This design comes from an exercise in tuning for small area on the open sky130 flow, not from production work. At most, simulation tests tie the RTL to the original design; equivalence was not proved. No functional check of the RTL was part of run 1. Power figures rest on the tool's default switching activity, not on a simulated workload.

==> design.v <==
module MIPS_CP1_13(
  input clk,
        rst,
  output [7:0]  imem_addr,
  input  [31:0] imem_rdata,
  output        dmem_re,
  output        dmem_we,
  output [31:0] dmem_addr,
  output [31:0] dmem_wdata,
  input  [31:0] dmem_rdata
);
reg  [7:0]  pc;
reg  [31:0] fd_instr;
reg         fd_at_pc;
reg         dx_rtype, dx_beq, dx_alusrc, dx_regw, dx_read, dx_write, dx_jmp, dx_fpw;
reg  [4:0]  dx_rs, dx_rt, dx_rd, dx_fd;
reg  [31:0] dx_a, dx_b;
reg  [15:0] dx_imm;
reg  [7:0]  dx_target;
reg         xm_regw, xm_read, xm_write, xm_fpw, xm_jmp, xm_brt;
reg  [4:0]  xm_dst, xm_fd;
reg  [31:0] xm_addr, xm_sdata;
reg  [7:0]  xm_target;
reg         xm_flip;
reg         mw_regw, mw_fpw;
reg  [4:0]  mw_dst, mw_fd;
reg  [31:0] mw_val;
wire bubble = xm_jmp | xm_brt;
wire [5:0] op = fd_instr[31:26];
wire is_r    = (op == 6'h00);
wire is_j    = (op == 6'h02);
wire is_beq  = (op == 6'h04);
wire is_addi = (op == 6'h08);
wire is_adds = (op == 6'h11);
wire is_lw   = (op == 6'h23);
wire is_sw   = (op == 6'h2b);
wire is_lwc1 = (op == 6'h31);
wire is_swc1 = (op == 6'h39);
wire [4:0] f_rs = fd_instr[25:21];
wire [4:0] f_rt = fd_instr[20:16];
wire [4:0] f_rd = fd_instr[15:11];
wire [4:0] f_sh = fd_instr[10:6];
wire use_rs = is_r | is_addi | is_beq | is_lw | is_sw | is_lwc1 | is_swc1;
wire use_rt = is_r | is_beq | is_sw;
wire [4:0] d_rs = use_rs ? f_rs : 5'd0;
wire [4:0] d_rt = use_rt ? f_rt : 5'd0;
wire [4:0] d_rd = is_r ? f_rd : (is_addi | is_lw) ? f_rt : 5'd0;
wire [4:0] d_fd = is_lwc1 ? f_rt : is_adds ? f_sh : 5'd0;
wire [4:0] d_fs = is_adds ? f_rd : 5'd0;
wire [4:0] d_ft = (is_adds | is_swc1) ? f_rt : 5'd0;
wire load_use = (xm_dst != 5'd0) & xm_read & ((xm_dst == dx_rs) | (xm_dst == dx_rt));
wire st_c = (dx_fd != 5'd0) & ((dx_fd == d_fs) | (dx_fd == d_ft));
wire st_o = (xm_fd != 5'd0) & ((xm_fd == d_fs) | (xm_fd == d_ft));
wire st_a = (mw_fd != 5'd0) & ((mw_fd == d_fs) | (mw_fd == d_ft));
wire stall = load_use | st_c | st_o | st_a;
assign imem_addr = pc;
always @(posedge clk) begin
  if (rst)         pc <= 8'd0;
  else if (xm_jmp) pc <= xm_target;
  else if (stall)  pc <= pc;
  else if (xm_brt) pc <= xm_target;
  else             pc <= pc + 8'd1;
end
always @(posedge clk) begin
  if (bubble)      fd_instr <= 32'd0;
  else if (!stall) fd_instr <= imem_rdata;
  fd_at_pc <= rst | (fd_at_pc & stall);
end
wire        wb_fp0 = mw_fpw & (mw_fd == 5'd0);
wire        fileA  = is_adds;
wire [4:0]  idxA   = is_adds ? f_rd : f_rs;
wire        bypA   = is_adds ? wb_fp0 : (mw_regw & (mw_dst == f_rs));
wire        fileB  = is_adds | is_swc1;
wire        bypB   = fileB ? wb_fp0 : (mw_regw & (mw_dst == f_rt));
wire [63:0] selA = ({63'd0, ~bypA} << {fileA, idxA});
wire [63:0] selB = ({63'd0, ~bypB} << {fileB, f_rt});
wire [63:0] wsel = ({63'd0, mw_regw} << {1'b0, mw_dst}) | ({63'd0, mw_fpw} << {1'b1, mw_fd});
wire [31:0] wdata = rst ? 32'd0 : mw_val;
wire [2047:0] rfq;
wire [31:0] rd_a, rd_b;
genvar g, b;
generate
  for (b = 0; b < 32; b = b + 1) begin : rbit
    wire [20:0] ya, yb;
    for (g = 0; g < 21; g = g + 1) begin : grp
      rf_aoi3 ua(.a1(selA[3*g]),   .b1(rfq[(3*g)*32+b]),
                 .a2(selA[3*g+1]), .b2(rfq[(3*g+1)*32+b]),
                 .a3(selA[3*g+2]), .b3(rfq[(3*g+2)*32+b]), .y(ya[g]));
      rf_aoi3 ub(.a1(selB[3*g]),   .b1(rfq[(3*g)*32+b]),
                 .a2(selB[3*g+1]), .b2(rfq[(3*g+1)*32+b]),
                 .a3(selB[3*g+2]), .b3(rfq[(3*g+2)*32+b]), .y(yb[g]));
    end
    assign rd_a[b] = ~(&ya) | (selA[63] & rfq[63*32+b]) | (bypA & mw_val[b]);
    assign rd_b[b] = ~(&yb) | (selB[63] & rfq[63*32+b]) | (bypB & mw_val[b]);
  end
endgenerate
generate
  for (g = 0; g < 64; g = g + 1) begin : row
    reg [31:0] q;
    always @(posedge clk)
      if (rst | wsel[g]) q <= wdata;
    assign rfq[g*32 +: 32] = q;
  end
endgenerate
always @(posedge clk) begin
  if (rst | bubble) begin
    dx_rtype <= 1'b0; dx_beq <= 1'b0; dx_alusrc <= 1'b0; dx_regw <= 1'b0;
    dx_read  <= 1'b0; dx_write <= 1'b0; dx_jmp <= 1'b0; dx_fpw <= 1'b0;
    dx_rs <= 5'd0; dx_rt <= 5'd0; dx_rd <= 5'd0; dx_fd <= 5'd0;
  end else if (!stall) begin
    dx_rtype  <= is_r;
    dx_beq    <= is_beq;
    dx_alusrc <= is_addi | is_lw | is_sw | is_lwc1 | is_swc1 | is_adds;
    dx_regw   <= is_r | is_addi | is_lw;
    dx_read   <= is_lw | is_lwc1;
    dx_write  <= is_sw | is_swc1;
    dx_jmp    <= is_j;
    dx_fpw    <= is_adds | is_lwc1;
    dx_rs <= d_rs; dx_rt <= d_rt; dx_rd <= d_rd; dx_fd <= d_fd;
  end
end
always @(posedge clk) begin
  if (!stall) begin
    dx_a   <= rd_a;
    dx_b   <= rd_b;
    dx_imm <= is_adds ? 16'd0 : fd_instr[15:0];
    dx_target <= is_j ? fd_instr[7:0] : pc + fd_instr[7:0] + {7'd0, fd_at_pc};
  end
end
wire xbub = bubble | stall;
wire fwdX_rs = (xm_dst != 5'd0) & (xm_dst == dx_rs);
wire fwdX_rt = (xm_dst != 5'd0) & (xm_dst == dx_rt);
wire fwdM_rs = (mw_dst != 5'd0) & (mw_dst == dx_rs);
wire fwdM_rt = (mw_dst != 5'd0) & (mw_dst == dx_rt);
wire [31:0] x_a = fwdX_rs ? xm_addr : fwdM_rs ? mw_val : dx_a;
wire [31:0] x_b = fwdX_rt ? xm_addr : fwdM_rt ? mw_val : dx_b;
wire [31:0] imm32 = {{16{dx_imm[15]}}, dx_imm};
wire [31:0] alu_b = dx_alusrc ? imm32 : x_b;
wire [5:0]  funct = dx_imm[5:0];
wire alu_sub = dx_beq | (dx_rtype & (funct == 6'h22));
wire [31:0] alu_sum = x_a + (alu_b ^ {32{alu_sub}}) + {31'd0, alu_sub};
reg [31:0] alu;
always @* begin
  alu = alu_sum;
  if (dx_rtype & ~dx_beq) begin
    case (funct)
      6'h24:   alu = x_a & alu_b;
      6'h25:   alu = x_a | alu_b;
      6'h26:   alu = x_a ^ alu_b;
      default: alu = alu_sum;
    endcase
  end
end
wire alu_zero = (alu == 32'd0);
wire fcmp = ~(dx_a[30:0] > dx_b[30:0]);
always @(posedge clk) begin
  if (bubble) begin
    xm_regw <= 1'b0; xm_read <= 1'b0; xm_write <= 1'b0; xm_fpw <= 1'b0;
    xm_jmp <= 1'b0; xm_brt <= 1'b0;
    xm_dst <= 5'd0; xm_fd <= 5'd0;
  end else begin
    xm_regw  <= dx_regw  & ~xbub;
    xm_read  <= dx_read  & ~xbub;
    xm_write <= dx_write & ~xbub;
    xm_fpw   <= dx_fpw   & ~xbub;
    xm_jmp   <= dx_jmp   & ~xbub;
    xm_brt   <= dx_beq   & ~xbub & alu_zero;
    xm_dst   <= (rst | xbub) ? 5'd0 : dx_rd;
    xm_fd    <= dx_fd;
  end
  xm_addr   <= alu;
  xm_sdata  <= x_b;
  xm_flip   <= fcmp;
  xm_target <= dx_target;
end
assign dmem_re    = xm_read;
assign dmem_we    = xm_write;
assign dmem_addr  = xm_addr;
assign dmem_wdata = xm_sdata;
wire [31:0] fgt   = xm_flip ? xm_sdata : xm_addr;
wire [31:0] flt   = xm_flip ? xm_addr : xm_sdata;
wire [7:0]  e_dif = fgt[30:23] - flt[30:23];
wire [23:0] lt_m  = {|flt[30:0], flt[22:0]};
wire [23:0] lt_sh = lt_m >> e_dif;
wire        action = xm_addr[31] ^ xm_sdata[31];
wire [23:0] gt_m = {|fgt[30:0], fgt[22:0]};
wire [24:0] f_mnt = {1'b0, gt_m} + ({1'b0, lt_sh} ^ {25{action}}) + {24'd0, action};
wire [24:0] ly5 = f_mnt;
wire        s4  = ~(|ly5[24:9]);
wire [24:0] ly4 = s4 ? {ly5[8:0], 16'd0} : ly5;
wire        s3  = ~(|ly4[24:17]);
wire [24:0] ly3 = s3 ? {ly4[16:0], 8'd0} : ly4;
wire        s2  = ~(|ly3[24:21]);
wire [24:0] ly2 = s2 ? {ly3[20:0], 4'd0} : ly3;
wire        s1  = ~(|ly2[24:23]);
wire [24:0] ly1 = s1 ? {ly2[22:0], 2'd0} : ly2;
wire        s0  = ~ly1[24];
wire [24:0] ly0 = s0 ? {ly1[23:0], 1'd0} : ly1;
wire [4:0]  sh  = {s4, s3, s2, s1, s0};
wire [7:0]  f_exp = (|f_mnt) ? (fgt[30:23] - {3'd0, sh} + 8'd1) : 8'd0;
wire [31:0] fres  = {fgt[31], f_exp, ly0[23:1]};
wire xm_adds = xm_fpw & ~xm_read;
always @(posedge clk) begin
  if (rst) begin
    mw_regw <= 1'b0; mw_fpw <= 1'b0; mw_dst <= 5'd0; mw_fd <= 5'd0;
  end else begin
    mw_regw <= xm_regw; mw_fpw <= xm_fpw; mw_dst <= xm_dst; mw_fd <= xm_fd;
  end
  mw_val <= xm_read ? dmem_rdata : xm_adds ? fres : xm_addr;
end
endmodule
module rf_aoi3(
  input  a1, b1, a2, b2, a3, b3,
  output y
);
assign y = ~((a1 & b1) | (a2 & b2) | (a3 & b3));
endmodule
==> run.sh <==
#!/bin/bash
# synth_recipe.tcl (not shown) runs the flow's synth.tcl, then flattens the netlist and writes it again
# the make line also repeats each setting of config.mk as NAME=value (left out here)
make -C /OpenROAD-flow-scripts/flow DESIGN_CONFIG=/design/flow/config.mk WORK_HOME=/design/flow/orfs CLKGATE_MAP_FILE= SYNTH_SCRIPT=/design/flow/synth_recipe.tcl finish
==> config.mk <==
export PLATFORM = sky130hd
export DESIGN_NAME = MIPS_CP1_13
export DESIGN_NICKNAME = MIPS_CP1_13
export VERILOG_FILES = /design/flow/design.v
export SDC_FILE = /design/flow/constraint.sdc
export NUM_CORES = 4
export LEC_CHECK = 0
export CAP_MARGIN = 20
export CELL_PAD_IN_SITES_DETAIL_PLACEMENT = 1
export CELL_PAD_IN_SITES_GLOBAL_PLACEMENT = 1
export CORE_MARGIN = 2
export CORE_UTILIZATION = 35
export CTS_BUF_LIST = sky130_fd_sc_hd__clkbuf_8 sky130_fd_sc_hd__clkbuf_16
export CTS_CLUSTER_DIAMETER = 100
export CTS_CLUSTER_SIZE = 25
export PLACE_DENSITY = 0.5
export SLEW_MARGIN = 20
export SYNTH_HIERARCHICAL = 1
export SYNTH_MINIMUM_KEEP_SIZE = 0
==> constraint.sdc <==
create_clock -name core_clock -period 10.0 [get_ports {clk}]
set_input_delay 2.0000 -clock core_clock [delete_from_list [all_inputs] [get_ports {clk}]]
set_output_delay 2.0000 -clock core_clock [all_outputs]
set_load 0.01 [all_outputs]
==> results by group, run 1 <==
Floorplan
  • DIE AREA: 299000 µm²
  • Rows: 199
  • Initial Utilization: 35.1%
  • Die Width: 547 µm
  • Core ar.: 294000 µm²
  • Die Ht: 547 µm
  • Top Ports: 140

Clock network
  • Clock Sinks: 2338
  • Clock Pin Slew Worst Setup and Hold Paths: 0.10 ns
  • CTS buffer count: 118
  • Maximum clock path buffer count: 4
  • Htree depth: 3
  • CTS tree: done
  • Clk Latency, worst-skew pair: 0.97 ns
  • Root buf cell: clkbuf_16

Power
  • Leak: 39.8 nW
  • Power per cell area: 414 nW/µm²
  • Total power: 48.4 mW
  • Worst VDD drop: 0.351 mV

Status
  • Status: complete, no violations

Synthesis
  • Syn Inst Count: 7040
  • Synth cell types: 101
  • Syn avg cell area: 14.6 µm²
  • Synth warn: 7
  • Asr flop ratio synth: 0%
  • Flops & latches, synth: 2338
  • Seq/Total Area, Yosys: 66.2%
  • Synthesized area: 103000 µm²
  • Main synth FF type: edfxtp_1
  • Synth Net Count: 7285
  • EDFF count, synth: 2136

Worst setup path
  • Critical path capture point type: flip-flop
  • CP Launch Type: flip-flop
  • WP buf/inv: 5
  • Worst EP arrival: 10.03 ns
  • Crit path max-delay cell type: fa_1
  • R2R Path End: mw_val[30]
  • RR Startpoint: xm_flip
  • WP data required: 10.72 ns
  • Top delay family on crit path: compound AO/OA/AOI/OAI gates
  • Reg-to-reg slack, setup: 0.69 ns
  • Critical path class: flip-flop to flip-flop
  • CP Max Fanout: 9
  • Worst R2R Path Depth: 46
  • Crit-path max cell delay: 0.48 ns
  • Cell repeated most along the worst path: ha_1

GRT
  • Largest net degree at the start of global routing: 70
  • Gr usage total: 32.2%
  • Grt ovf: 0
  • Global-route wire length before repair: 670000 µm
  • Number of global-route vias before repair: 77300
  • Initial antenna violation count: 48

STA
  • Final-report hold violation count: 0
  • Final Cycle Share: 93.1%
  • Final TNS setup: 0 ns
  • Fin. max-slew vios: 0
  • Max-slew headroom: 8.28%
  • Slew @ Worst Pin: 1.37 ns
  • Final setup vio count: 0
  • Clock Skews: 0.108 ns
  • Minimum period implied by the final worst setup slack: 9.31 ns
  • F_max: 107 MHz

Job
  • Max_cap viols: 0

Finish
  • Area grow syn2layout: 13.4%
  • Share of layout cells above drive strength 1: 12.1%
  • Multi-input gate area: 35400 µm²
  • Reg area: 68200 µm²
  • Fillers: 29600
  • Final nets: 7731

Worst hold path
  • Min-Delay Endpoint: xm_target[4]
  • Hold Path Depth: 0
  • Hold Crit Start: dx_target[4]
  • Hold/Removal Path Class: flip-flop to flip-flop

Routing
  • DRC Markers: 0
  • DR iter-0 viols: 17600
  • Final ANT Viol Nets: 0
  • Vias after detailed routing: 80200
  • Per-cell routed wire length: 43.7 µm
  • 1st-pass router iterations: 12
  • Final WL: 501000 µm
  • Via density: 6.99

Placement
  • Port-buffer cells: 139
  • GP Congestion: 0.953
  • Detailed placement HPWL: 312000 µm
## cell usage after synthesis (all sizes together), types with 46 or more instances
master	n	area share [%]
a222oi	1344	13
a21o	70	0.51
xnor2	103	0.88
edfxtp	2136	62
clkbuf	158	0.58
a221o	67	0.65
a21oi	245	1.2
mux2i	160	1.6
dfxtp	202	3.9
nand2	411	1.5
o21ai	150	0.73
nor2b	58	0.35
xor2	76	0.66
mux2	46	0.50
inv	142	0.52
ha	173	2.1
nand4	275	1.7
nor2	380	1.4
nor4	94	0.57
nand3	135	0.66
nor3	54	0.27
## worst reg2reg max path: cells and delay by family, from the launching register on
kind / cells / cell delay (ns)
buffers and inverters: 5 / 0.44
AND/OR/NAND/NOR: 10 / 1.38
multiplexers: 1 / 0.29
flip-flops: 1 / 0.43
adder cells (fa/ha/maj): 6 / 1.96
AO/OA/AOI/OAI: 20 / 4.07
XOR/XNOR: 4 / 0.62
## worst max path at each step
stage | startpoint | endpoint | slack [ns] | depth (start not counted)
after detailed placement | xm_flip | mw_val[30] | -0.02 | 45
after global placement | xm_flip | mw_val[30] | 0.11 | 45
final | xm_flip | mw_val[30] | 0.69 | 46
after global routing | xm_flip | mw_val[30] | -0.004 | 43
after floorplan | xm_flip | mw_val[30] | 0.02 | 48
after CTS | xm_flip | mw_val[30] | 0.05 | 43
## cells in the final DEF (no fill, tap or decap), types with 17 or more instances in the layout
cell                n
edfxtp_1         2136
a222oi_1         1344
nand2_1           408
buf_4             383
nand4_1           274
nor2_1            247
a21oi_1           244
dfxtp_1           200
ha_1              173
mux2i_1           158
inv_1             152
clkdlybuf4s50_1   138
o21ai_0           137
nand3_1           134
clkbuf_16         120
nor2_4            116
xnor2_1           102
nor4_1             88
xor2_1             72
a221o_1            67
nor3_1             50
mux2_2             45
a21o_1             43
o21a_1             42
and2_1             34
o21bai_4           32
nor2b_4            31
and3_1             29
nor2b_1            27
a21o_2             27
a31oi_1            25
mux4_2             25
a22oi_1            22
nor3b_1            22
diode_2            20
nand2b_1           17
nor2_2             17
## modules after synthesis (local to each module, per instance)
module / cell area [µm²] / cells / flops+latches / copies in the design
rf_aoi3: 10.0 / 1 / 0 / 1344
MIPS_CP1_13: 89600 / 5696 / 2338 / 1
## power by group
| part | internal (mW) | switching [mW] |
|---|---|---|
| Sequential | 13.8 | 1.65 |
| Clock | 2.30 | 3.37 |
| Combinational | 8.91 | 18.4 |
## metrics by stage
stage	hold slack, ns	util (%)	cell area (µm²)	instances	setup slack (ns)
after floorplan	0.323	-	103000	7040	0.0190
after global placement	0.326	38.5	113000	11300	0.108
after detailed placement	0.329	38.6	113000	11300	-0.0165
after CTS	0.347	39.7	117000	11400	0.0477
after global routing	0.350	39.8	117000	11400	-0.00381
final	0.346	39.8	117000	11500	0.691
## routing by layer
layer  global-route usage [%]  wire, µm  vias up
met3                     6.49     53500      794
li1                         -         -    32200
met2                     50.5    225000     5072
met1                     43.4    197000    42100
met5                        0       272        -
met4                     13.3     24600       40
## repair_timing
action                                  in CTS  in global routing
setup buffers                                0                  0
pin swaps                                    0                  0
hold buffers                                 0                  0
endpoints found under the setup margin       1                  6
resized for setup                            1                 33
## state kept, by name, indices dropped and copies added (netlist names), 16 cells and up
signal	flops
dx_a	32
dx_b	32
dx_imm	16
fd_instr	32
mw_val	32
row.q	2048
xm_addr	32
xm_sdata	32
## layout make-up
| cell class | count | area share [%] |
|---|---|---|
| diodes | 20 | 0.0428 |
| clock buffers | 120 | 2.57 |
| clock inverters | 43 | 0.399 |
| inverters | 145 | 0.466 |
| multi-input cells | 4358 | 30.3 |
| flip-flops and latches | 2338 | 58.4 |
| well taps | 3919 | 4.20 |
| repair buffers | 525 | 3.70 |
## cells by family after synthesis
logic type / after synthesis / synth area share [%]
xor+xnor: 179 / 1.54
mux: 231 / 2.61
flops: 2338 / 66.2
fa+ha+maj: 179 / 2.22
buf+inv: 344 / 1.30
compound gates: 2171 / 18.5
simple gates: 1598 / 7.73
==> inputs of run 2 (changes only) <==
--- a/design.v
+++ b/design.v
@@ -23,4 +23,5 @@
 reg  [7:0]  xm_target;
 reg         xm_flip;
+reg  [7:0]  xm_edif;
 reg         mw_regw, mw_fpw;
 reg  [4:0]  mw_dst, mw_fd;
@@ -139,5 +140,6 @@
 wire [5:0]  funct = dx_imm[5:0];
 wire alu_sub = dx_beq | (dx_rtype & (funct == 6'h22));
-wire [31:0] alu_sum = x_a + (alu_b ^ {32{alu_sub}}) + {31'd0, alu_sub};
+wire [31:0] alu_sum;
+add32 u_alu_add(.a(x_a), .b(alu_b ^ {32{alu_sub}}), .cin(alu_sub), .s(alu_sum));
 reg [31:0] alu;
 always @* begin
@@ -154,4 +156,5 @@
 wire alu_zero = (alu == 32'd0);
 wire fcmp = ~(dx_a[30:0] > dx_b[30:0]);
+wire [7:0] fdif = fcmp ? (dx_b[30:23] - dx_a[30:23]) : (dx_a[30:23] - dx_b[30:23]);
 always @(posedge clk) begin
   if (bubble) begin
@@ -172,4 +175,5 @@
   xm_sdata  <= x_b;
   xm_flip   <= fcmp;
+  xm_edif   <= fdif;
   xm_target <= dx_target;
 end
@@ -180,10 +184,10 @@
 wire [31:0] fgt   = xm_flip ? xm_sdata : xm_addr;
 wire [31:0] flt   = xm_flip ? xm_addr : xm_sdata;
-wire [7:0]  e_dif = fgt[30:23] - flt[30:23];
 wire [23:0] lt_m  = {|flt[30:0], flt[22:0]};
-wire [23:0] lt_sh = lt_m >> e_dif;
+wire [23:0] lt_sh = lt_m >> xm_edif;
 wire        action = xm_addr[31] ^ xm_sdata[31];
 wire [23:0] gt_m = {|fgt[30:0], fgt[22:0]};
-wire [24:0] f_mnt = {1'b0, gt_m} + ({1'b0, lt_sh} ^ {25{action}}) + {24'd0, action};
+wire [24:0] f_mnt;
+add25 u_fp_add(.a({1'b0, gt_m}), .b({1'b0, lt_sh} ^ {25{action}}), .cin(action), .s(f_mnt));
 wire [24:0] ly5 = f_mnt;
 wire        s4  = ~(|ly5[24:9]);
@@ -216,2 +220,44 @@
 assign y = ~((a1 & b1) | (a2 & b2) | (a3 & b3));
 endmodule
+module add32(
+  input  [31:0] a, b,
+  input         cin,
+  output [31:0] s
+);
+reg [31:0] G, P;
+integer l, i;
+always @* begin
+  G = a & b; P = a ^ b;
+  G[0] = G[0] | (P[0] & cin);
+  for (l = 1; l < 32; l = l * 2)
+    for (i = 2*l - 1; i < 32; i = i + 2*l) begin
+      G[i] = G[i] | (P[i] & G[i-l]); P[i] = P[i] & P[i-l];
+    end
+  for (l = 8; l >= 1; l = l / 2)
+    for (i = 3*l - 1; i < 32; i = i + 2*l) begin
+      G[i] = G[i] | (P[i] & G[i-l]); P[i] = P[i] & P[i-l];
+    end
+end
+assign s = (a ^ b) ^ {G[30:0], cin};
+endmodule
+module add25(
+  input  [24:0] a, b,
+  input         cin,
+  output [24:0] s
+);
+reg [24:0] G, P;
+integer l, i;
+always @* begin
+  G = a & b; P = a ^ b;
+  G[0] = G[0] | (P[0] & cin);
+  for (l = 1; l < 25; l = l * 2)
+    for (i = 2*l - 1; i < 25; i = i + 2*l) begin
+      G[i] = G[i] | (P[i] & G[i-l]); P[i] = P[i] & P[i-l];
+    end
+  for (l = 8; l >= 1; l = l / 2)
+    for (i = 3*l - 1; i < 25; i = i + 2*l) begin
+      G[i] = G[i] | (P[i] & G[i-l]); P[i] = P[i] & P[i-l];
+    end
+end
+assign s = (a ^ b) ^ {G[23:0], cin};
+endmodule
==> results by group, run 2 <==
Synthesis
  • Main synth FF type: edfxtp_1
  • Seq/Total Area, Yosys: 66.4%
  • Flops & latches, synth: 2346
  • Synth top area share: 62.3%
  • Synth Net Count: 7221
  • Synth warn: 9
  • Top cells by area, synth: edfxtp_1, a222oi_1, dfxtp_1, ha_1, mux2i_1
  • Synth cell types: 93
  • Post-synth top cells: edfxtp_1, a222oi_1, nor2_1
  • Most frequent cell after synthesis: edfxtp_1
  • Synthesized area: 103000 µm²
  • Cell accounting for the most synthesized area: edfxtp_1
  • Syn avg cell area: 14.8 µm²
  • Asr flop ratio synth: 0%
  • EDFF count, synth: 2136
  • Syn Inst Count: 6950

Worst setup path
  • Critical path class: flip-flop to flip-flop
  • Crit-path max cell delay: 0.48 ns
  • CP Max Fanout: 7
  • Crit path max-delay cell type: fa_1
  • Top delay family on crit path: compound AO/OA/AOI/OAI gates
  • WP data required: 10.78 ns
  • WP buf/inv: 5
  • CP Launch Type: flip-flop
  • Worst EP arrival: 10.15 ns
  • Critical path capture point type: flip-flop

STA
  • Fin. max-slew vios: 0
  • Final-report hold violation count: 0
  • Slew @ Worst Pin: 1.25 ns
  • F_max: 107 MHz
  • Final setup vio count: 0
  • Worst hold slack: 0.350 ns
  • Unrepaired setup endpoints after global routing: no
  • Final Cycle Share: 93.7%
  • Clock Skews: 0.115 ns
  • Max-slew headroom: 16.6%
  • Minimum period implied by the final worst setup slack: 9.37 ns
  • Final TNS setup: 0 ns

Finish
  • Area grow syn2layout: 13.1%
  • Fillers: 29700
  • Final nets: 7618
  • Reg with most FFs: row.q
  • Max reg flops: 2048
  • Commonest non-fill, non-tap cell in the layout: edfxtp_1
  • Share of layout cells above drive strength 1: 11.6%
  • Most frequent cells in the layout: edfxtp_1, a222oi_1, nand2_1
  • Utilization after layout: 39.7%

Floorplan
  • Die Ht: 546 µm
  • Core ar.: 293000 µm²
  • Initial Utilization: 35.1%
  • Top Ports: 140
  • Die Width: 546 µm
  • Rows: 199
  • DIE AREA: 298000 µm²

Clock network
  • Clock Pin Slew Worst Setup and Hold Paths: 0.10 ns
  • Maximum clock path buffer count: 4
  • CTS buffer count: 119
  • Root buf cell: clkbuf_16
  • Htree depth: 3
  • Clk Latency, worst-skew pair: 0.99 ns
  • CTS tree: done
  • Post-CTS Setup Bufs: 0
  • Clock Sinks: 2346

GRT
  • Global-route wire length before repair: 667000 µm
  • Gr usage total: 32.1%
  • Number of global-route vias before repair: 76000
  • Initial antenna violation count: 29
  • Largest net degree at the start of global routing: 69
  • Grt ovf: 0

Placement
  • GP Congestion: 0.950
  • Port-buffer cells: 139
  • Detailed placement HPWL: 312000 µm

Power
  • Leak: 39.8 nW
  • Power per cell area: 331 nW/µm²
  • Worst VDD drop: 0.350 mV

Routing
  • Per-cell routed wire length: 44.1 µm
  • DRC Markers: 0
  • Final WL: 500000 µm
  • Via density: 6.93
  • DR iter-0 viols: 17300
  • Vias after detailed routing: 78500
  • 1st-pass router iterations: 13
  • Final ANT Viol Nets: 0

Status
  • Status: complete, no violations

Worst hold path
  • Hold/Removal Path Class: flip-flop to flip-flop

Job
  • Max_cap viols: 0
[run 2: cell type report]
| cell class | instances | area [µm²] | share of cell area (%) |
|---|---|---|---|
| inverter | 190 | 713 | 0.613 |
| multi-input combinational | 4211 | 34800 | 29.9 |
| timing repair buffer | 479 | 3940 | 3.39 |
| tap | 3919 | 4900 | 4.21 |
| antenna | 11 | 27.5 | 0.0236 |
| sequential | 2346 | 68400 | 58.7 |
| clock buffer | 122 | 3040 | 2.61 |
| clock inverter | 54 | 628 | 0.539 |
[run 2: final timing paths]
check / from / endpoint / slack (ns) / cells after the start
max: xm_addr[11] / mw_val[30] / 0.63 / 40
min: dx_target[6] / xm_target[6] / 0.35 / 0
max reg2reg: xm_addr[11] / mw_val[30] / 0.63 / 40
min reg2reg: dx_target[6] / xm_target[6] / 0.35 / 0
[run 2: per-module statistics from Yosys, one instance, submodules excluded]
module,cells inside,times used
add32,152,1
MIPS_CP1_13,5335,1
rf_aoi3,1,1344
add25,119,1
[run 2: power breakdown]
part / leakage (nW) / total (mW) / internal (mW) / switching, mW
clock: 1.85 / 5.87 / 2.45 / 3.42
combinational: 14.3 / 17.6 / 5.60 / 12.0
sequential: 23.6 / 15.1 / 13.6 / 1.45
[run 2: through the flow]
stage / instances / worst slack, ns / power [mW] / cell area, µm²
6_report: 11300 / 0.634 / 38.6 / 116000
5_1_grt: 11300 / 0.00366 / 40.1 / 116000
4_1_cts: 11300 / 0.572 / 38.5 / 116000
3_3_place_gp: 11100 / 0.657 / 32.3 / 113000
2_1_floorplan: 6950 / 1.65 / 24.4 / 103000
3_5_place_dp: 11100 / 0.626 / 32.7 / 113000
[run 2: what timing repair did]
action / CTS / global route
hold buffers: 0 / 0
setup endpoints to repair: 0 / 1
resized for setup: 0 / 1
[run 2: kinds of logic after synthesis]
family	after synthesis	share of synthesized area, %
xor gates and xnor gates	145	1.23
buffers and inverters	393	1.51
other	1	0.00364
DFF	2346	66.4
and+or+nand+nor	1512	7.38
AOI/OAI and AO/OA	2111	18.3
muxes	237	2.41
adders and majority gates	205	2.75
[run 2: per-layer routing]
layer / part of all wire, % / global-route usage [%] / wire, µm
met5: 0.039 / 0 / 197
met4: 4.7 / 13.1 / 23300
met3: 11 / 7.32 / 53600
met2: 45 / 50.4 / 226000
met1: 39 / 42.8 / 197000
==> inputs of run 3 (changes only) <==
--- a/design.v
+++ b/design.v
@@ -140,6 +140,6 @@
 wire [5:0]  funct = dx_imm[5:0];
 wire alu_sub = dx_beq | (dx_rtype & (funct == 6'h22));
-wire [31:0] alu_sum;
-add32 u_alu_add(.a(x_a), .b(alu_b ^ {32{alu_sub}}), .cin(alu_sub), .s(alu_sum));
+wire [31:0] alu_sum, alu_p, alu_g;
+add32 u_alu_add(.a(x_a), .b(alu_b ^ {32{alu_sub}}), .cin(alu_sub), .s(alu_sum), .p(alu_p), .g(alu_g));
 reg [31:0] alu;
 always @* begin
@@ -147,12 +147,12 @@
   if (dx_rtype & ~dx_beq) begin
     case (funct)
-      6'h24:   alu = x_a & alu_b;
-      6'h25:   alu = x_a | alu_b;
-      6'h26:   alu = x_a ^ alu_b;
+      6'h24:   alu = alu_g;
+      6'h25:   alu = alu_g | alu_p;
+      6'h26:   alu = alu_p;
       default: alu = alu_sum;
     endcase
   end
 end
-wire alu_zero = (alu == 32'd0);
+wire alu_zero = &alu_p;
 wire fcmp = ~(dx_a[30:0] > dx_b[30:0]);
 wire [7:0] fdif = fcmp ? (dx_b[30:23] - dx_a[30:23]) : (dx_a[30:23] - dx_b[30:23]);
@@ -223,6 +223,10 @@
   input  [31:0] a, b,
   input         cin,
-  output [31:0] s
-);
+  output [31:0] s,
+  output [31:0] p,    
+  output [31:0] g     
+);
+assign p = a ^ b;
+assign g = a & b;
 reg [31:0] G, P;
 integer l, i;
==> flow/run.sh (new file) <==
#!/bin/bash
# Layout flow: the standard ORFS flow (standard.sh, unchanged synthesis,
# floorplan, power grid, placement, routing), with two placement/CTS options:
#  - port buffers use the smallest buffer cell (sky130_fd_sc_hd__buf_1)
#  - clock tree synthesis without dummy balancing loads, with the same
#    sink clustering as config.mk asks for
# The full make/ORFS output goes to flow_standard.log in the work folder;
# ORFS's per-step logs stay under orfs/logs/.
set -euo pipefail
LOG="$PWD/flow_standard.log"
if ! bash standard.sh \
    "BUFFER_PORTS_ARGS=-buffer_cell sky130_fd_sc_hd__buf_1" \
    "CTS_ARGS=-sink_clustering_enable -repair_clock_nets -dont_use_dummy_load -sink_clustering_size 25 -sink_clustering_max_diameter 100 -buf_list {sky130_fd_sc_hd__clkbuf_8 sky130_fd_sc_hd__clkbuf_16}" \
    finish > "$LOG" 2>&1; then
  tail -50 "$LOG"
  exit 1
fi
tail -5 "$LOG"
==> standard.sh (new file) <==
#!/bin/bash
# synth_recipe.tcl (not shown) runs the flow's synth.tcl, then flattens the netlist and writes it again
# the make line also repeats each setting of config.mk as NAME=value (left out here)
make -C /OpenROAD-flow-scripts/flow DESIGN_CONFIG=/design/flow/config.mk WORK_HOME=/design/flow/orfs CLKGATE_MAP_FILE= SYNTH_SCRIPT=/design/flow/synth_recipe.tcl "${@:-finish}"
removed: run.sh
==> results by group, run 3 <==
Synthesis
  • Syn avg cell area: 15.0 µm²
  • Synth cell types: 97
  • Synth warn: 9
  • Synthesized area: 101000 µm²
  • Post-synth top cells: edfxtp_1, a222oi_1, nand2_1
  • Main synth FF type: edfxtp_1
  • Top cells by area, synth: edfxtp_1, a222oi_1, dfxtp_1, nand4_1, nand2_1
  • Asr flop ratio synth: 0%
  • Synth Net Count: 6967
  • Most frequent cell after synthesis: edfxtp_1
  • Syn Inst Count: 6756
  • Synth top area share: 63.2%
  • EDFF count, synth: 2136
  • Flops & latches, synth: 2346
  • Seq/Total Area, Yosys: 67.3%
  • Cell accounting for the most synthesized area: edfxtp_1

Clock network
  • Post-cts resize count: 0
  • CTS tree: done
  • CTS buffer count: 120
  • Post-CTS Setup Bufs: 0
  • Clock Pin Slew Worst Setup and Hold Paths: 0.09 ns
  • Htree depth: 3
  • # hold bufs at CTS: 0
  • Clock Sinks: 2346
  • Clk Latency, worst-skew pair: 0.94 ns
  • Maximum clock path buffer count: 4
  • Root buf cell: clkbuf_16

Finish
  • Commonest non-fill, non-tap cell in the layout: edfxtp_1
  • Most frequent cells in the layout: edfxtp_1, a222oi_1, nand2_1
  • Final std cell area, no fill: 113000 µm²
  • Reg with most FFs: row.q
  • Area grow syn2layout: 11.8%
  • Utilization after layout: 39.4%
  • Final nets: 7375
  • Final instance count without filler cells: 11000
  • Reg area: 68300 µm²
  • Fillers: 29000
  • Multi-input gate area: 33700 µm²
  • Share of layout cells above drive strength 1: 12.3%
  • Max reg flops: 2048

GRT
  • Initial antenna violation count: 47
  • Global-route wire length before repair: 660000 µm
  • Number of global-route vias before repair: 74700
  • Largest net degree at the start of global routing: 98
  • Gr usage total: 32.4%
  • Grt ovf: 0

STA
  • Final-report hold violation count: 0
  • Slew @ Worst Pin: 1.42 ns
  • Clock Skews: 0.0879 ns
  • Max-slew headroom: 4.45%
  • Fin. max-slew vios: 0
  • Worst setup margin: 0.476 ns
  • Minimum period implied by the final worst setup slack: 9.52 ns
  • Final Cycle Share: 95.2%
  • F_max: 105 MHz
  • Worst hold slack: 0.346 ns
  • Final setup vio count: 0

Worst setup path
  • Reg-to-reg slack, setup: 0.48 ns
  • WP data required: 10.79 ns
  • CP Launch Type: flip-flop
  • CP Max Fanout: 10
  • R2R Path End: mw_val[30]
  • Crit-path max cell delay: 0.60 ns
  • Worst R2R Path Depth: 39
  • Critical path capture point type: flip-flop
  • RR Startpoint: xm_addr[5]
  • Worst EP arrival: 10.32 ns
  • Setup crit start: xm_addr[5]
  • Crit path max-delay cell type: or4_1
  • Critical path class: flip-flop to flip-flop

Floorplan
  • Die Ht: 543 µm
  • DIE AREA: 294000 µm²
  • Top Ports: 140
  • Die Width: 543 µm
  • Initial Utilization: 35.2%
  • Rows: 197
  • Core ar.: 288000 µm²

Routing
  • Final ANT Viol Nets: 0
  • Per-cell routed wire length: 45.2 µm
  • 1st-pass router iterations: 10
  • Final WL: 496000 µm
  • DRC Markers: 0
  • Via density: 7.12
  • DR iter-0 viols: 18500
  • Vias after detailed routing: 78000

Worst hold path
  • Hold Path Depth: 0
  • Hold/Removal Path Class: flip-flop to flip-flop
  • Hold Crit Start: dx_target[5]
  • Min-Delay Endpoint: xm_target[5]

Status
  • Status: complete, no violations

Placement
  • Detailed placement HPWL: 308000 µm
  • Worst slack at placement: 0.270 ns
  • DP Cell Count: 10800
  • Area after DPL: 110000 µm²
  • GP Congestion: 0.936
  • Port-buffer cells: 139

Power
  • Worst VDD drop: 0.475 mV
  • Leak: 37.9 nW
  • Power per cell area: 386 nW/µm²

Job
  • Max_cap viols: 0
-- run 3: cell count changes after synthesis, sizes merged, moves of 19 or more --
cell   previous run  this run
a21oi           159       140
a22oi            32        62
ha              170       110
inv             187       128
mux2i           174       139
nand2           343       428
nor2            401       315
o21a             71         7
o21ai           134       169
-- run 3: per-stage QoR --
stage,power (mW),setup TNS (ns)
2_1_floorplan,27.4,0
3_3_place_gp,37.8,0
3_5_place_dp,38.1,0
4_1_cts,43.4,0
5_1_grt,45.4,-0.0296
6_report,43.8,0
-- run 3: final cells by class --
| class | instances | share of cell area [%] |
|---|---|---|
| flip-flops and latches | 2346 | 60.2 |
| multi-input cells | 4081 | 29.7 |
| well taps | 3781 | 4.17 |
| repair buffers | 486 | 2.79 |
| clock buffers | 120 | 2.65 |
| inverters | 129 | 0.427 |
| diodes | 14 | 0.0309 |
-- run 3: modules after synthesis, one instance, submodules excluded --
| module | cell area [µm²] | copies in the design | flip-flops and latches | cells inside |
|---|---|---|---|---|
| add25 | 1140 | 1 | 0 | 132 |
| rf_aoi3 | 10.0 | 1344 | 0 | 1 |
| MIPS_CP1_13 | 85500 | 1 | 2346 | 5127 |
| add32 | 1400 | 1 | 0 | 153 |
-- run 3: worst max path at each step --
stage                       to  slack [ns]  cells after the start
floorplan           mw_val[30]        0.70                     40
global placement    mw_val[30]        0.39                     38
detailed placement  mw_val[30]        0.27                     38
CTS                 mw_val[30]        0.21                     38
global route        mw_val[30]       -0.03                     39
finish              mw_val[30]        0.48                     39
-- run 3: report_power, final --
group	switching [mW]	total, mW	internal, mW
sequential	1.52	15.4	13.8
clock	3.18	5.31	2.13
combinational	16.1	23.1	7.02
total	20.8	43.8	23.0
-- run 3: worst max-delay path: cells and delay by family, from the launching register on --
kind	cells	cell delay, ns
AOI/OAI and AO/OA	17	3.63
xor gates and xnor gates	3	0.53
adders and majority gates	5	1.84
buffers and inverters	6	0.85
DFF	1	0.34
and+or+nand+nor	8	2.19
-- run 3: routing by layer --
metal | vias to the layer above | global-route usage [%] | part of all wire, %
met3 | 767 | 7.16 | 11
met4 | 40 | 13.1 | 4.7
li1 | 31000 | - | -
met1 | 41200 | 43.6 | 39
met2 | 4978 | 50.7 | 45
met5 | - | 0 | 0.055
-- run 3: kinds of logic (layout without fill, tap and decap cells) --
family | count (synthesis) | in the layout | synth area share (%)
muxes | 226 | 226 | 2.56
and+or+nand+nor | 1502 | 1502 | 7.37
buffers and inverters | 329 | 735 | 1.26
other | 1 | 15 | 0.00369
AOI/OAI and AO/OA | 2058 | 2058 | 18.1
xor gates and xnor gates | 149 | 149 | 1.30
DFF | 2346 | 2346 | 67.3
adders and majority gates | 145 | 145 | 2.05
==> inputs of run 4 (changes only) <==
--- a/flow/run.sh
+++ b/flow/run.sh
@@ -11,5 +11,5 @@
 if ! bash standard.sh \
     "BUFFER_PORTS_ARGS=-buffer_cell sky130_fd_sc_hd__buf_1" \
-    "CTS_ARGS=-sink_clustering_enable -repair_clock_nets -dont_use_dummy_load -sink_clustering_size 25 -sink_clustering_max_diameter 100 -buf_list {sky130_fd_sc_hd__clkbuf_8 sky130_fd_sc_hd__clkbuf_16}" \
+    "CTS_ARGS=-sink_clustering_enable -repair_clock_nets -dont_use_dummy_load -sink_clustering_size 15 -sink_clustering_max_diameter 80 -buf_list {sky130_fd_sc_hd__clkbuf_8}" \
     finish > "$LOG" 2>&1; then
   tail -50 "$LOG"
--- a/config.mk
+++ b/config.mk
@@ -11,7 +11,7 @@
 export CORE_MARGIN = 2
 export CORE_UTILIZATION = 35
-export CTS_BUF_LIST = sky130_fd_sc_hd__clkbuf_8 sky130_fd_sc_hd__clkbuf_16
-export CTS_CLUSTER_DIAMETER = 100
-export CTS_CLUSTER_SIZE = 25
+export CTS_BUF_LIST = sky130_fd_sc_hd__clkbuf_8
+export CTS_CLUSTER_DIAMETER = 80
+export CTS_CLUSTER_SIZE = 15
 export PLACE_DENSITY = 0.5
 export SLEW_MARGIN = 20
==> results by group, run 4 <==
Placement
  • Port-buffer cells: 139
  • GP Congestion: 0.936
  • DP Cell Count: 10800
  • Detailed placement HPWL: 308000 µm

Synthesis
  • Flops & latches, synth: 2346
  • Portion of netlist area occupied by mux cells: 2.56%
  • XOR/XNOR Fraction of Synth Area: 1.30%
  • Syn Inst Count: 6756
  • Post-Synth Simple-Gate Area: 7.37%
  • Main synth FF type: edfxtp_1
  • Compound-cell area share of the yosys netlist: 18.1%
  • Synth Net Count: 6967
  • Synth top area share: 63.2%
  • Synth Area in Adders: 2.05%
  • Seq/Total Area, Yosys: 67.3%
  • Post-synth top cells: edfxtp_1, a222oi_1, nand2_1
  • Most frequent cell after synthesis: edfxtp_1
  • EDFF count, synth: 2136
  • Top cells by area, synth: edfxtp_1, a222oi_1, dfxtp_1, nand4_1, nand2_1
  • Synth cell types: 97
  • Cell accounting for the most synthesized area: edfxtp_1
  • Synth warn: 9
  • Largest family of logic cells by synthesized area: compound AO/OA/AOI/OAI gates
  • Synthesized area: 101000 µm²
  • Asr flop ratio synth: 0%
  • Syn avg cell area: 15.0 µm²

Status
  • Status: complete, no violations

STA
  • Minimum period implied by the final worst setup slack: 9.56 ns
  • Final setup vio count: 0
  • Final Cycle Share: 95.6%
  • Final-report hold violation count: 0
  • Worst hold slack: 0.345 ns
  • Fin. max-slew vios: 0
  • Max-slew headroom: 4.90%
  • Slew @ Worst Pin: 1.41 ns
  • Clock Skews: 0.144 ns
  • F_max: 105 MHz

Clock network
  • # hold bufs at CTS: 0
  • Clk Latency, worst-skew pair: 1.08 ns
  • Clock Pin Slew Worst Setup and Hold Paths: 0.09 ns
  • CTS buffer count: 187
  • Maximum clock path buffer count: 4
  • Root buf cell: clkbuf_8
  • Htree depth: 4
  • Clock Sinks: 2346
  • CTS tree: done
  • Post-CTS Setup Bufs: 0

Routing
  • DRC Markers: 0
  • Via density: 7.08
  • Final ANT Viol Nets: 0
  • 1st-pass router iterations: 13
  • Vias after detailed routing: 78000
  • DR iter-0 viols: 18100
  • Per-cell routed wire length: 45.1 µm
  • Final WL: 498000 µm

Worst setup path
  • CP Launch Type: flip-flop
  • Crit-path max cell delay: 0.59 ns
  • CP Max Fanout: 10
  • WP buf/inv: 6
  • Critical path capture point type: flip-flop
  • Top delay family on crit path: compound AO/OA/AOI/OAI gates
  • Critical path class: flip-flop to flip-flop
  • Crit path max-delay cell type: or4_1
  • R2R Path End: mw_val[30]
  • Setup crit start: xm_addr[5]
  • Worst EP arrival: 10.41 ns
  • WP data required: 10.85 ns
  • Reg-to-reg slack, setup: 0.44 ns
  • RR Startpoint: xm_addr[5]
  • Worst R2R Path Depth: 39

Finish
  • Max reg flops: 2048
  • Share of layout cells above drive strength 1: 13.1%
  • Reg with most FFs: row.q
  • Area grow syn2layout: 11.4%
  • Final instance count without filler cells: 11000
  • Most frequent cells in the layout: edfxtp_1, a222oi_1, nand2_1
  • Fillers: 29100
  • Commonest non-fill, non-tap cell in the layout: edfxtp_1
  • Final nets: 7442

Worst hold path
  • Hold/Removal Path Class: flip-flop to flip-flop
  • Hold Path Depth: 0
  • Hold Crit Start: dx_target[5]
  • Min-Delay Endpoint: xm_target[5]

Floorplan
  • Initial Utilization: 35.2%
  • Rows: 197
  • Die Ht: 543 µm
  • Top Ports: 140
  • Die Width: 543 µm
  • DIE AREA: 294000 µm²
  • Core ar.: 288000 µm²

Power
  • Worst VDD drop: 0.482 mV
  • Power per cell area: 384 nW/µm²
  • Leak: 37.8 nW

GRT
  • Largest net degree at the start of global routing: 98
  • Gr usage total: 32.6%
  • Initial antenna violation count: 48
  • Grt ovf: 0
  • Global-route wire length before repair: 663000 µm
  • Number of global-route vias before repair: 75300

Job
  • Max_cap viols: 0
==> run 4: cell count changes in the layout (fill, tap and decap cells not counted) <==
cell,previous run,this run
nor4_2,28,27
a32oi_2,0,1
nor2b_2,1,0
nor2b_1,20,21
clkbuf_16,120,0
diode_2,14,11
a32oi_1,5,4
clkbuf_8,0,187
nor4_1,82,83
==> run 4: routing by layer <==
layer  vias to the layer above  track usage (%)  wire length (µm)
met4                        32             13.3             24100
met5                         -                0               209
met2                      5079             50.7            223000
met3                       823             7.67             57000
met1                     41000             43.6            194000
li1                      31100                -                 -
==> run 4: area by class of cell <==
type | instances | area, µm² | area share [%]
Sequential cell | 2346 | 68300 | 60.5
Multi-Input combinational cell | 4081 | 33700 | 29.8
Tap cell | 3781 | 4730 | 4.18
Timing Repair Buffer | 486 | 3170 | 2.80
Clock buffer | 187 | 2570 | 2.28
Inverter | 129 | 484 | 0.428
Antenna cell | 11 | 27.5 | 0.0243
==> run 4: cell families (layout without fill, tap and decap cells) <==
logic type	after synthesis	count (layout)
xor+xnor	149	149
simple gates	1502	1502
fa+ha+maj	145	145
other cells	1	12
compound gates	2058	2058
buf+inv	329	802
mux	226	226
flops	2346	2346
==> run 4: through the flow <==
| stage | TNS (ns) | area [µm²] | setup slack, ns | util, % | total power, mW |
|---|---|---|---|---|---|
| global placement | 0 | 110000 | 0.392 | 38.3 | 37.8 |
| finish | 0 | 113000 | 0.439 | 39.2 | 43.4 |
| detailed placement | 0 | 110000 | 0.270 | 38.3 | 38.1 |
| global route | -0.0480 | 113000 | -0.0480 | 39.2 | 45.1 |
| CTS | 0 | 113000 | 0.213 | 39.2 | 43.0 |
| floorplan | 0 | 101000 | 0.701 | - | 27.4 |
==> run 4: worst max path at each step <==
stage | end | slack, ns | cells past startpoint
after CTS | mw_val[30] | 0.21 | 38
after global placement | mw_val[30] | 0.39 | 38
after detailed placement | mw_val[30] | 0.27 | 38
after global routing | mw_val[30] | -0.05 | 39
final | mw_val[30] | 0.44 | 39
after floorplan | mw_val[30] | 0.70 | 40
==> run 4: report_power, final <==
group | switching, mW | leakage, nW | internal (mW)
combinational | 16.1 | 12.9 | 7.02
clock | 3.25 | 1.34 | 1.67
sequential | 1.52 | 23.6 | 13.8
==> run 4: repair_timing <==
item | 4_1_cts | 5_1_grt
hold endpoints to repair | 0 | 0
resized for setup | 0 | 9
setup endpoints to repair | 0 | 1
==> run 4: modules after synthesis, one instance, submodules excluded <==
module | copies in the design | cell area, µm² | flops+latches
add25 | 1 | 1140 | 0
MIPS_CP1_13 | 1 | 85500 | 2346
rf_aoi3 | 1344 | 10.0 | 0
add32 | 1 | 1400 | 0
==> inputs of run 5 (changes only) <==
--- a/design.v
+++ b/design.v
@@ -22,6 +22,4 @@
 reg  [31:0] xm_addr, xm_sdata;
 reg  [7:0]  xm_target;
-reg         xm_flip;
-reg  [7:0]  xm_edif;
 reg         mw_regw, mw_fpw;
 reg  [4:0]  mw_dst, mw_fd;
@@ -137,9 +135,18 @@
 wire [31:0] x_b = fwdX_rt ? xm_addr : fwdM_rt ? mw_val : dx_b;
 wire [31:0] imm32 = {{16{dx_imm[15]}}, dx_imm};
-wire [31:0] alu_b = dx_alusrc ? imm32 : x_b;
+wire dx_adds = dx_fpw & ~dx_read;
+wire fcmp  = ~(dx_a[30:0] > dx_b[30:0]);
+wire fswap = dx_adds & fcmp;
+wire [7:0] fdif = fcmp ? (dx_b[30:23] - dx_a[30:23]) : (dx_a[30:23] - dx_b[30:23]);
+wire [31:0] flt   = fcmp ? dx_a : dx_b;
+wire [23:0] lt_m  = {|flt[30:0], flt[22:0]};
+wire [23:0] lt_sh = lt_m >> fdif;
+wire        action = dx_a[31] ^ dx_b[31];
+wire [31:0] alu_a = x_a & {32{~fswap}};
+wire [31:0] alu_b = (dx_alusrc & ~fswap) ? imm32 : x_b;
 wire [5:0]  funct = dx_imm[5:0];
 wire alu_sub = dx_beq | (dx_rtype & (funct == 6'h22));
 wire [31:0] alu_sum, alu_p, alu_g;
-add32 u_alu_add(.a(x_a), .b(alu_b ^ {32{alu_sub}}), .cin(alu_sub), .s(alu_sum), .p(alu_p), .g(alu_g));
+add32 u_alu_add(.a(alu_a), .b(alu_b ^ {32{alu_sub}}), .cin(alu_sub), .s(alu_sum), .p(alu_p), .g(alu_g));
 reg [31:0] alu;
 always @* begin
@@ -155,6 +162,4 @@
 end
 wire alu_zero = &alu_p;
-wire fcmp = ~(dx_a[30:0] > dx_b[30:0]);
-wire [7:0] fdif = fcmp ? (dx_b[30:23] - dx_a[30:23]) : (dx_a[30:23] - dx_b[30:23]);
 always @(posedge clk) begin
   if (bubble) begin
@@ -173,7 +178,5 @@
   end
   xm_addr   <= alu;
-  xm_sdata  <= x_b;
-  xm_flip   <= fcmp;
-  xm_edif   <= fdif;
+  xm_sdata  <= dx_adds ? {7'd0, action, lt_sh} : x_b;
   xm_target <= dx_target;
 end
@@ -182,12 +185,8 @@
 assign dmem_addr  = xm_addr;
 assign dmem_wdata = xm_sdata;
-wire [31:0] fgt   = xm_flip ? xm_sdata : xm_addr;
-wire [31:0] flt   = xm_flip ? xm_addr : xm_sdata;
-wire [23:0] lt_m  = {|flt[30:0], flt[22:0]};
-wire [23:0] lt_sh = lt_m >> xm_edif;
-wire        action = xm_addr[31] ^ xm_sdata[31];
+wire [31:0] fgt  = xm_addr;
 wire [23:0] gt_m = {|fgt[30:0], fgt[22:0]};
 wire [24:0] f_mnt;
-add25 u_fp_add(.a({1'b0, gt_m}), .b({1'b0, lt_sh} ^ {25{action}}), .cin(action), .s(f_mnt));
+add25 u_fp_add(.a({1'b0, gt_m}), .b({1'b0, xm_sdata[23:0]} ^ {25{xm_sdata[24]}}), .cin(xm_sdata[24]), .s(f_mnt));
 wire [24:0] ly5 = f_mnt;
 wire        s4  = ~(|ly5[24:9]);
==> results by group, run 5 <==
Worst setup path
  • CP Launch Type: flip-flop
  • CP Max Fanout: 21
  • Worst R2R Path Depth: 32
  • Worst EP arrival: 9.36 ns
  • Crit path max-delay cell type: or4_1
  • R2R Path End: mw_val[30]
  • Crit-path max cell delay: 0.66 ns
  • Setup crit start: xm_sdata[24]
  • Critical path class: flip-flop to flip-flop
  • Critical path capture point type: flip-flop
  • Reg-to-reg slack, setup: 1.60 ns
  • WP data required: 10.96 ns
  • Setup crit end: mw_val[30]
  • RR Startpoint: xm_sdata[24]

Routing
  • Met3 wire len: 54800 µm
  • Final WL: 498000 µm
  • Per-cell routed wire length: 45.4 µm
  • Top Layer Used: met5
  • 1st-pass router iterations: 10
  • DR iter-0 viols: 17500
  • Met2 WL: 218000 µm
  • DRC Markers: 0
  • Vias after detailed routing: 78200
  • Met1 WL: 197000 µm
  • Final ANT Viol Nets: 0
  • Via density: 7.12

STA
  • Final-report hold violation count: 0
  • Final Cycle Share: 84.0%
  • Minimum period implied by the final worst setup slack: 8.40 ns
  • Final TNS setup: 0 ns
  • Fin. max-slew vios: 0
  • Max-slew headroom: 8.87%
  • Slew @ Worst Pin: 1.36 ns
  • Worst setup margin: 1.60 ns
  • F_max: 119 MHz
  • Clock Skews: 0.162 ns
  • Final setup vio count: 0
  • Unrepaired setup endpoints after global routing: no

Floorplan
  • Die Width: 542 µm
  • Rows: 197
  • Die Ht: 542 µm
  • Initial Utilization: 35.2%
  • Core ar.: 288000 µm²
  • DIE AREA: 294000 µm²
  • Top Ports: 140

Clock network
  • Root buf cell: clkbuf_8
  • Post-CTS Setup Bufs: 0
  • Clock Pin Slew Worst Setup and Hold Paths: 0.11 ns
  • # hold bufs at CTS: 0
  • Htree depth: 4
  • Clk Latency, worst-skew pair: 1.11 ns
  • CTS buffer count: 191
  • Post-cts resize count: 0
  • Maximum clock path buffer count: 4
  • CTS tree: done
  • Clock Sinks: 2337

Synthesis
  • Asr flop ratio synth: 0%
  • Syn avg cell area: 15.0 µm²
  • EDFF count, synth: 2136
  • Flops & latches, synth: 2337
  • Synth Net Count: 6986
  • Main synth FF type: edfxtp_1
  • Synth cell types: 101
  • Most frequent cell after synthesis: edfxtp_1
  • Synth warn: 9
  • Cell accounting for the most synthesized area: edfxtp_1
  • Post-synth top cells: edfxtp_1, a222oi_1, nand2_1
  • Synthesized area: 101000 µm²
  • Syn Inst Count: 6773
  • Seq/Total Area, Yosys: 67.2%
  • Synth top area share: 63.2%
  • Top cells by area, synth: edfxtp_1, a222oi_1, dfxtp_1, nand4_1, nand2_1

GRT
  • Initial antenna violation count: 26
  • Number of global-route vias before repair: 75800
  • Gr usage total: 32.6%
  • Global-route wire length before repair: 663000 µm
  • Largest net degree at the start of global routing: 69
  • Grt ovf: 0

Status
  • Status: complete, no violations

Finish
  • Area grow syn2layout: 11.0%
  • Utilization after layout: 39.1%
  • Share of layout cells above drive strength 1: 12.0%
  • Most frequent cells in the layout: edfxtp_1, a222oi_1, nand2_1
  • Commonest non-fill, non-tap cell in the layout: edfxtp_1
  • Reg with most FFs: row.q
  • Max reg flops: 2048
  • Final nets: 7402

Job
  • Max_cap viols: 0

Placement
  • GP Congestion: 0.933
  • Worst slack at placement: 1.53 ns
  • Port-buffer cells: 139
  • Detailed placement HPWL: 305000 µm

Power
  • Leak: 37.7 nW
  • Worst VDD drop: 0.328 mV
  • Total power: 39.4 mW
  • Power per cell area: 350 nW/µm²

Worst hold path
  • Hold/Removal Path Class: flip-flop to flip-flop
-- run 5: layout make-up --
| class | count | area, µm² |
|---|---|---|
| Antenna cell | 12 | 30.0 |
| Clock buffer | 191 | 2630 |
| Fill cell | 29000 | 176000 |
| Inverter | 129 | 487 |
| Multi-Input combinational cell | 4087 | 33700 |
| Sequential cell | 2337 | 68200 |
| Tap cell | 3781 | 4730 |
| Timing Repair Buffer | 443 | 2810 |
-- run 5: metrics by stage --
| stage | cells | hold slack [ns] | instance area, µm² |
|---|---|---|---|
| after floorplan | 6773 | 0.323 | 101000 |
| after CTS | 11000 | 0.345 | 112000 |
| final | 11000 | 0.341 | 113000 |
| after global routing | 11000 | 0.353 | 113000 |
| after detailed placement | 10800 | 0.329 | 110000 |
| after global placement | 10800 | 0.325 | 110000 |
-- run 5: where the power goes --
| group | switching, mW | internal, mW |
|---|---|---|
| Combinational | 13.5 | 5.46 |
| Clock | 3.28 | 1.70 |
| Sequential | 1.75 | 13.7 |
-- run 5: cell families after synthesis --
| family | count (synthesis) | synth area share (%) |
|---|---|---|
| xor+xnor | 153 | 1.32 |
| mux | 187 | 2.17 |
| other cells | 1 | 0.00370 |
| fa+ha+maj | 147 | 2.07 |
| buf+inv | 349 | 1.46 |
| flops | 2337 | 67.2 |
| simple gates | 1532 | 7.50 |
| compound gates | 2067 | 18.3 |
-- run 5: per-module statistics from Yosys (local to each module, per instance) --
module,cell area (µm²),cells,flip-flops and latches
MIPS_CP1_13,85500,5157,2337
add25,1030,119,0
add32,1400,153,0
rf_aoi3,10.0,1,0
-- run 5: worst max-delay path: cells and delay by family (launching register included) --
family	cells	cell delay (ns)
AO/OA/AOI/OAI	13	2.82
adder cells (fa/ha/maj)	6	1.96
AND/OR/NAND/NOR	4	1.85
buffers and inverters	6	0.60
flip-flops	1	0.57
XOR/XNOR	3	0.49
-- run 5: how the worst min path moves through the flow --
| stage | depth (start not counted) | startpoint | slack [ns] | endpoint |
|---|---|---|---|---|
| after CTS | 0 | dx_target[6] | 0.35 | xm_target[6] |
| final | 0 | dx_target[6] | 0.34 | xm_target[6] |
| after global routing | 0 | dx_target[5] | 0.35 | xm_target[5] |
| after floorplan | 0 | dx_target[0] | 0.32 | xm_target[0] |
| after global placement | 0 | dx_target[0] | 0.32 | xm_target[0] |
| after detailed placement | 0 | dx_target[1] | 0.33 | xm_target[1] |
-- run 5: routing by layer --
| layer | global-route usage (%) | vias to the layer above |
|---|---|---|
| li1 | - | 31000 |
| met1 | 44.0 | 41200 |
| met2 | 49.5 | 5118 |
| met3 | 7.38 | 849 |
| met4 | 16.0 | 12 |
| met5 | 0 | - |
==> inputs of run 6 (changes only) <==
--- a/config.mk
+++ b/config.mk
@@ -10,9 +10,9 @@
 export CELL_PAD_IN_SITES_GLOBAL_PLACEMENT = 1
 export CORE_MARGIN = 2
-export CORE_UTILIZATION = 35
+export CORE_UTILIZATION = 45
 export CTS_BUF_LIST = sky130_fd_sc_hd__clkbuf_8
 export CTS_CLUSTER_DIAMETER = 80
 export CTS_CLUSTER_SIZE = 15
-export PLACE_DENSITY = 0.5
+export PLACE_DENSITY = 0.55
 export SLEW_MARGIN = 20
 export SYNTH_HIERARCHICAL = 1
==> results by group, run 6 <==
Status
  • Status: complete, no violations

Clock network
  • Clk Latency, worst-skew pair: 1.04 ns
  • Clock Pin Slew Worst Setup and Hold Paths: 0.10 ns
  • CTS tree: done
  • # hold bufs at CTS: 0
  • Post-cts resize count: 0
  • Clock Sinks: 2337
  • Htree depth: 4
  • Root buf cell: clkbuf_8
  • CTS buffer count: 182
  • Maximum clock path buffer count: 3
  • Post-CTS Setup Bufs: 0

STA
  • Slew @ Worst Pin: 1.34 ns
  • Final setup vio count: 0
  • Final-report hold violation count: 0
  • Clock Skews: 0.130 ns
  • Max-slew headroom: 9.76%
  • Minimum period implied by the final worst setup slack: 8.47 ns
  • Final Cycle Share: 84.7%
  • F_max: 118 MHz
  • Unrepaired setup endpoints after global routing: no
  • Fin. max-slew vios: 0
  • Final TNS setup: 0 ns
  • Worst hold slack: 0.348 ns

Floorplan
  • Die Width: 479 µm
  • DIE AREA: 229000 µm²
  • Die Ht: 479 µm
  • Initial Utilization: 45.2%
  • Top Ports: 140
  • Rows: 174
  • Core ar.: 224000 µm²

Worst setup path
  • Critical path class: flip-flop to flip-flop
  • WP data required: 10.89 ns
  • CP Launch Type: flip-flop
  • WP buf/inv: 5
  • Crit path max-delay cell type: or4_1
  • Top delay family on crit path: compound AO/OA/AOI/OAI gates
  • CP Max Fanout: 26
  • Critical path capture point type: flip-flop
  • Worst EP arrival: 9.36 ns
  • Crit-path max cell delay: 0.64 ns

Synthesis
  • Asr flop ratio synth: 0%
  • Synth Net Count: 6986
  • Synth warn: 9
  • Synth top area share: 63.2%
  • Synthesized area: 101000 µm²
  • Cell accounting for the most synthesized area: edfxtp_1
  • Syn Inst Count: 6773
  • Syn avg cell area: 15.0 µm²
  • Synth cell types: 101
  • Flops & latches, synth: 2337
  • Seq/Total Area, Yosys: 67.2%
  • Post-synth top cells: edfxtp_1, a222oi_1, nand2_1
  • Most frequent cell after synthesis: edfxtp_1
  • Main synth FF type: edfxtp_1
  • EDFF count, synth: 2136
  • Top cells by area, synth: edfxtp_1, a222oi_1, dfxtp_1, nand4_1, nand2_1

GRT
  • Met1 global-route usage: 53.8%
  • Met2 usage: 59.3%
  • Met3 GRT Util: 11.7%
  • Number of global-route vias before repair: 75800
  • Initial antenna violation count: 36
  • Grt ovf: 0
  • Top Usage Layer GRT: met2
  • Global-route wire length before repair: 639000 µm
  • Largest net degree at the start of global routing: 67
  • Gr usage total: 40.1%

Routing
  • Final WL: 474000 µm
  • DR iter-0 viols: 19500
  • Vias after detailed routing: 79100
  • Via density: 7.76
  • DRC Markers: 0
  • Per-cell routed wire length: 46.5 µm
  • 1st-pass router iterations: 12
  • Final ANT Viol Nets: 0

Finish
  • Most frequent cells in the layout: edfxtp_1, a222oi_1, nand2_1
  • Final nets: 7400
  • Final std cell area, no fill: 111000 µm²
  • Max reg flops: 2048
  • Final instance count without filler cells: 10200
  • Share of layout cells above drive strength 1: 11.9%
  • Area grow syn2layout: 9.86%
  • Commonest non-fill, non-tap cell in the layout: edfxtp_1
  • Reg with most FFs: row.q

Power
  • Worst VDD drop: 0.339 mV
  • Leak: 37.7 nW
  • Power per cell area: 350 nW/µm²
  • Total power: 39.0 mW

Job
  • Max_cap viols: 0

Worst hold path
  • Hold/Removal Path Class: flip-flop to flip-flop

Placement
  • DP Cell Count: 9993
  • Detailed placement HPWL: 296000 µm
  • Area after DPL: 109000 µm²
  • GP Congestion: 0.961
  • Port-buffer cells: 139
run 6: where the power goes:
group / internal [mW] / leakage, nW / switching (mW)
logic: 5.50 / 12.9 / 13.3
clock network: 1.62 / 1.31 / 3.14
registers: 13.7 / 23.5 / 1.74
run 6: per-stage QoR:
| step | worst slack (ns) | utilization [%] |
|---|---|---|
| 6_report | 1.53 | 49.6 |
| 5_1_grt | 0.954 | 49.6 |
| 4_1_cts | 1.53 | 49.6 |
| 3_5_place_dp | 1.69 | 48.5 |
| 3_3_place_gp | 1.75 | 48.5 |
| 2_1_floorplan | 2.70 | - |
run 6: cell families after synthesis:
logic type | share of synthesized area, %
adder cells (fa/ha/maj) | 2.07
buffers and inverters | 1.46
other | 0.00370
multiplexers | 2.17
AO/OA/AOI/OAI | 18.3
flip-flops | 67.2
XOR/XNOR | 1.32
AND/OR/NAND/NOR | 7.50
run 6: final timing paths:
kind	from	to	slack [ns]	cells past startpoint
hold reg to reg	dx_target[3]	xm_target[3]	0.35	0
hold / removal	dx_target[3]	xm_target[3]	0.35	0
setup reg to reg	xm_sdata[24]	mw_val[30]	1.53	30
setup / recovery	xm_sdata[24]	mw_val[30]	1.53	30
run 6: layer usage:
| metal | share of wire [%] | wire length, µm | vias up |
|---|---|---|---|
| met3 | 14 | 64700 | 958 |
| li1 | - | - | 31000 |
| met1 | 37 | 176000 | 40900 |
| met4 | 6.1 | 28900 | 16 |
| met5 | 0.021 | 98 | - |
| met2 | 43 | 204000 | 6219 |
run 6: cell type report:
| type | instances | area (µm²) |
|---|---|---|
| sequential | 2337 | 68200 |
| tap | 2992 | 3740 |
| timing repair buffer | 450 | 2860 |
| clock buffer | 182 | 2500 |
| multi-input combinational | 4087 | 33600 |
| antenna | 16 | 40.0 |
| fill | 21700 | 113000 |
| inverter | 129 | 487 |
run 6: per-module statistics from Yosys, one instance, submodules excluded:
module,flip-flops and latches,cells,copies in the design
add25,0,119,1
add32,0,153,1
rf_aoi3,0,1,1344
MIPS_CP1_13,2337,5157,1
run 6: worst register-to-register path: cells and delay by family, from the launching register on:
family / cells / cell delay, ns
simple gates: 4 / 1.78
compound gates: 13 / 2.95
xor+xnor: 3 / 0.55
flops: 1 / 0.35
buf+inv: 5 / 0.82
fa+ha+maj: 5 / 1.86

-- static timing again, ports no longer ideal --
No port has a modelled driver above. Below, the same layouts with a new extraction and two added sets of constraints.
Step 1 sets driving cells, clkbuf_16 on the clock port and buf_2 on the other inputs (assumed; they add their load-dependent delay and slew).
Step 2 times the ports against the registers' clock, not the clock port: input delays grow and output delays shrink by t, the midpoint of the rising clock arrivals with the driver on.
Three values: no drivers, after step 1, after step 2; two values: the first two.
| run | t, ns | setup slack, ns | hold WS [ns] | worst setup path at the end | worst register clock-pin slew, ns |
|---|---|---|---|---|---|
| run 1 | 1.010 | 0.691 / 0.691 / 0.691 | 0.346 / 0.346 / 0.346 | register to register | 0.11 / 0.11 |
| run 2 | 1.015 | 0.634 / 0.634 / 0.634 | 0.350 / 0.350 / 0.350 | register to register | 0.12 / 0.12 |
| run 3 | 0.998 | 0.476 / 0.476 / 0.476 | 0.346 / 0.346 / 0.346 | register to register | 0.11 / 0.11 |
| run 4 | 1.121 | 0.439 / 0.439 / 0.439 | 0.345 / 0.345 / 0.345 | register to register | 0.11 / 0.11 |
| run 5 | 1.131 | 1.595 / 1.595 / 1.595 | 0.341 / 0.341 / 0.341 | register to register | 0.11 / 0.11 |
| run 6 | 1.075 | 1.529 / 1.529 / 1.529 | 0.348 / 0.348 / 0.348 | register to register | 0.11 / 0.11 |
After both steps setup and hold are still met in every run listed.
